What follows belongs to an exercise in optimizing a design on an open flow for small area; a production flow would make more cautious choices. The RTL was checked by simulation tests, not by an equivalence proof against the original design. Power is estimated from default activity; no workload was simulated.

## Xbar
module Xbar(CLK, RST_N,
            i_valid, i_prio, i_tail, i_dst, i_vc, i_data,
            o_valid, o_prio, o_tail, o_dst, o_vc, o_data,
            i_cred, i_cred_valid,
            o_cred_en);
    parameter N    = 8;
    parameter DST  = 3;
    parameter DATA = 32;
    localparam QW  = 1+1+DST+DATA;    
    input CLK, RST_N;
    input  [N-1:0]      i_valid;
    input  [N-1:0]      i_prio;
    input  [N-1:0]      i_tail;
    input  [N*DST-1:0]  i_dst;
    input  [N-1:0]      i_vc;
    input  [N*DATA-1:0] i_data;
    output reg [N-1:0]      o_valid;
    output reg [N-1:0]      o_prio;
    output reg [N-1:0]      o_tail;
    output     [N*DST-1:0]  o_dst;
    output reg [N-1:0]      o_vc;
    output     [N*DATA-1:0] o_data;
    output     [N-1:0]      i_cred;
    output reg [N-1:0]      i_cred_valid;
    input  [N-1:0]      o_cred_en;
    reg [N-2:0] ge_r;
    wire [N-1:0] ge = {1'b1, ge_r};
    always @(posedge CLK)
        if (!RST_N) ge_r <= {(N-1){1'b1}};
        else        ge_r <= {ge_r[N-3:0], 1'b0} | {(N-1){~ge_r[N-2]}};
    reg [N-1:0] vc_r;
    integer in, out;
    always @(posedge CLK)
        for (in = 0; in < N; in = in + 1)
            if (i_valid[in]) vc_r[in] <= i_vc[in];
    assign i_cred = vc_r;
    reg [3:0] used [0:N-1];
    wire [N-1:0] cred_ok;
    wire [N-1:0]    f_prio, f_tail, f_elig;
    wire [DST-1:0]  f_dst  [0:N-1];
    wire [DATA-1:0] f_data [0:N-1];
    genvar i, o;
    generate
        for (i = 0; i < N; i = i + 1) begin: ififos
            SizedFIFO #(.p1width(QW)) inQ
                (.CLK(CLK), .RST_N(RST_N),
  ...
Size in the first run: roughly 5900 cells after synthesis, ~2500 flip-flops, about 650 I/O pins, roughly 97000 sq um of cells after synthesis.
export LEC_CHECK = 0
export ABC_AREA = 1
export CAP_MARGIN = 15
export CELL_PAD_IN_SITES_DETAIL_PLACEMENT = 1
export CELL_PAD_IN_SITES_GLOBAL_PLACEMENT = 2
export CORE_MARGIN = 2
export CORE_UTILIZATION = 42
export PLACE_DENSITY = 0.52
export SETUP_SLACK_MARGIN = 0.05
export SLEW_MARGIN = 15
export SYNTH_HIERARCHICAL = 1
export SYNTH_MINIMUM_KEEP_SIZE = 0
create_clock -name core_clock -period 8.0 [get_ports {CLK}]
standard.sh (not shown) runs the stock make flow with config.mk's settings and CLKGATE_MAP_FILE= SYNTH_SCRIPT=/design/flow/synth_recipe.tcl, a recipe that flattens the netlist after the stock synthesis.
==> flow/flow/run.sh <==
#!/bin/bash
# Own layout flow: the standard ORFS flow with these changes.
#  1. Synthesis maps with an area-recovering ABC script (flow/abc_area.script,
#     selected by ABC_AREA=1 in config.mk) instead of ORFS's copy of it.
#  2. Port buffers are the smallest buffer (buf_1); repair_design upsizes
#     them where needed.
#  3. Clock tree: clkbuf_8 (clkbuf_16 at the root), sink clusters of up to
#     14 flip-flops, no dummy loads.
# Each step's full output goes to its own log in this folder; ORFS's own
# per-step logs stay under orfs/logs.
set -euo pipefail
W=$PWD
rm -rf "$W/own_scripts"
cp -r "$FLOW_HOME/scripts" "$W/own_scripts"
cp "$W/flow/abc_area.script" "$W/own_scripts/abc_area.script"
SCRIPTS_DIR="$W/own_scripts" bash standard.sh synth > "$W/own_synth.log" 2>&1
export BUFFER_PORTS_ARGS="-buffer_cell sky130_fd_sc_hd__buf_1"
export CTS_ARGS="-sink_clustering_enable -repair_clock_nets -buf_list sky130_fd_sc_hd__clkbuf_8 -root_buf sky130_fd_sc_hd__clkbuf_16 -sink_clustering_size 14 -sink_clustering_max_diameter 45 -dont_use_dummy_load"
bash standard.sh > "$W/own_layout.log" 2>&1
==> flow/flow/abc_area.script <==
strash
&get -n
&dch -f
&nf -R 1000
&put
topo
The baseline finished with negative setup slack left.
Rerun with:
==> flow/run.sh (new file) <==
#!/bin/bash
# synth_recipe.tcl (not shown) runs the flow's synth.tcl, then flattens the netlist and writes it again
# the make line also repeats each setting of config.mk as NAME=value (left out here)
make -C /OpenROAD-flow-scripts/flow DESIGN_CONFIG=/design/flow/config.mk WORK_HOME=/design/flow/orfs CLKGATE_MAP_FILE= SYNTH_SCRIPT=/design/flow/synth_recipe.tcl finish
Settings changed: ABC_AREA 1 to not set, CAP_MARGIN 15 to 20, CORE_UTILIZATION 42 to 40, CTS_BUF_LIST set to sky130_fd_sc_hd__clkbuf_8, CTS_CLUSTER_DIAMETER set to 45, CTS_CLUSTER_SIZE set to 14, PLACE_DENSITY 0.52 to 0.5, SLEW_MARGIN 15 to 20.
removed: flow/flow/run.sh
removed: flow/flow/abc_area.script
removed: flow/standard.sh
After rerunning:
- The changed run went through all stages and came out clean
- total power is higher by 4.8%
- critical path depth does not change
- cell count came out higher by 7.7%
- flip-flop and latch count stays the same
- non-clock buffer count is higher by 17
- worst setup slack gains 300 ps
- wire length increases by 5.7%
- via count rises by 4.4%
Rerun with:
==> flow/flow/run.sh (new file) <==
#!/bin/bash
# Own layout flow: the standard ORFS flow with these changes.
#  1. Synthesis maps with an area-recovering ABC script (flow/abc_area.script,
#     selected by ABC_AREA=1 in config.mk) instead of ORFS's copy of it.
#  2. Port buffers are the smallest buffer (buf_1); repair_design upsizes
#     them where needed.
#  3. Clock tree: clkbuf_8 (clkbuf_16 at the root), sink clusters of up to
#     14 flip-flops, no dummy loads.
# Each step's full output goes to its own log in this folder; ORFS's own
# per-step logs stay under orfs/logs.
set -euo pipefail
W=$PWD
rm -rf "$W/own_scripts"
cp -r "$FLOW_HOME/scripts" "$W/own_scripts"
cp "$W/flow/abc_area.script" "$W/own_scripts/abc_area.script"
SCRIPTS_DIR="$W/own_scripts" bash standard.sh synth > "$W/own_synth.log" 2>&1
export BUFFER_PORTS_ARGS="-buffer_cell sky130_fd_sc_hd__buf_1"
export CTS_ARGS="-sink_clustering_enable -repair_clock_nets -buf_list sky130_fd_sc_hd__clkbuf_8 -root_buf sky130_fd_sc_hd__clkbuf_16 -sink_clustering_size 14 -sink_clustering_max_diameter 45 -dont_use_dummy_load"
bash standard.sh > "$W/own_layout.log" 2>&1
==> flow/flow/abc_area.script (new file) <==
strash
&get -n
&dch -f
&nf -R 1000
&put
topo
==> flow/standard.sh (new file) <==
#!/bin/bash
# synth_recipe.tcl (not shown) runs the flow's synth.tcl, then flattens the netlist and writes it again
# the make line also repeats each setting of config.mk as NAME=value (left out here)
make -C /OpenROAD-flow-scripts/flow DESIGN_CONFIG=/design/flow/config.mk WORK_HOME=/design/flow/orfs CLKGATE_MAP_FILE= SYNTH_SCRIPT=/design/flow/synth_recipe.tcl "${@:-finish}"
Settings changed: ABC_AREA set to 1, CAP_MARGIN 20 to 30, CTS_BUF_LIST sky130_fd_sc_hd__clkbuf_8 to not set, CTS_CLUSTER_DIAMETER 45 to not set, CTS_CLUSTER_SIZE 14 to not set, SETUP_SLACK_MARGIN 0.05 to 0.4, SLEW_MARGIN 20 to 40.
removed: flow/run.sh
The new run produced a clean layout.
Global-route usage decreases by 0.11 points.
Combinational power increases by about 20%.
Count of clock-buffer cells in the layout decreases by 13.
Routed wire length decreases by 4.4%.
Clock skew decreases by 11 ps.
Total power decreases by 3.1%.
Setup slack improves by 160 ps.
Core utilization decreases by 2.2 points.
Design area decreases by 7.9%.
Die area decreases by 3.6%.
Rerun with:
--- a/flow/flow/run.sh
+++ b/flow/flow/run.sh
@@ -8 +8 @@
-#     14 flip-flops, no dummy loads.
+#     18 flip-flops, no dummy loads.
@@ -18 +18 @@
-export CTS_ARGS="-sink_clustering_enable -repair_clock_nets -buf_list sky130_fd_sc_hd__clkbuf_8 -root_buf sky130_fd_sc_hd__clkbuf_16 -sink_clustering_size 14 -sink_clustering_max_diameter 45 -dont_use_dummy_load"
+export CTS_ARGS="-sink_clustering_enable -repair_clock_nets -buf_list sky130_fd_sc_hd__clkbuf_8 -root_buf sky130_fd_sc_hd__clkbuf_16 -sink_clustering_size 18 -sink_clustering_max_diameter 60 -dont_use_dummy_load"
Settings changed: CAP_MARGIN 30 to 15, SLEW_MARGIN 40 to 15.
What happened: Routed wire length came out lower by 0.46%; total power came out lower by 6.6%; cell area came out lower by 2.6%.
Rerun with:
--- a/flow/flow/run.sh
+++ b/flow/flow/run.sh
@@ -8 +8 @@
-#     18 flip-flops, no dummy loads.
+#     14 flip-flops, no dummy loads.
@@ -18 +18 @@
-export CTS_ARGS="-sink_clustering_enable -repair_clock_nets -buf_list sky130_fd_sc_hd__clkbuf_8 -root_buf sky130_fd_sc_hd__clkbuf_16 -sink_clustering_size 18 -sink_clustering_max_diameter 60 -dont_use_dummy_load"
+export CTS_ARGS="-sink_clustering_enable -repair_clock_nets -buf_list sky130_fd_sc_hd__clkbuf_8 -root_buf sky130_fd_sc_hd__clkbuf_16 -sink_clustering_size 14 -sink_clustering_max_diameter 45 -dont_use_dummy_load"
Settings changed: CORE_UTILIZATION 40 to 36, PLACE_DENSITY 0.5 to 0.46, SETUP_SLACK_MARGIN 0.4 to 0.6.
Hold slack is better by 71 ps.
Clock skew shrinks by 26 ps.
Area after synthesis does not change.
Final area grows by 3.4%.
Sequential share of layout area shrinks by 2.1 points.
Non-clock buffer count grows by 54.
Register-to-register slack is better by 340 ps.
Critical path depth is unchanged.
Fmax grows by 2.9%.
Sequential power stays flat.
Die area grows by 11%.

-- port drivers added, routing unchanged --
The flow's constraints put no driver on any port. The routed layouts listed below were extracted and timed again, unchanged, in two steps. Step 1 sets driving cells, clkbuf_16 on the clock port and buf_2 on the other inputs (assumed; they add their load-dependent delay and slew). Step 2, shift: input delay + t, output delay - t, t = (earliest + latest rising clock arrival at the registers) / 2. This alone moves slack from input paths to output paths. a / b / c = no drivers / after step 1 / after step 2; a / b = the first two.
| run | shift t [ns] | setup WS [ns] | worst slew at a driven data input, ns |
|---|---|---|---|
| the first run | 0.951 | -0.002 / -0.110 / 0.490 | 0.21 |
| the second run | 1.174 | 0.302 / 0.194 / 1.368 | 0.19 |
| the third run | 0.959 | 0.466 / 0.355 / 1.128 | 0.15 |
| the fourth run | 0.897 | 0.331 / 0.223 / 0.889 | 0.15 |
| the fifth run | 1.044 | 0.546 / 0.439 / 1.234 | 0.17 |
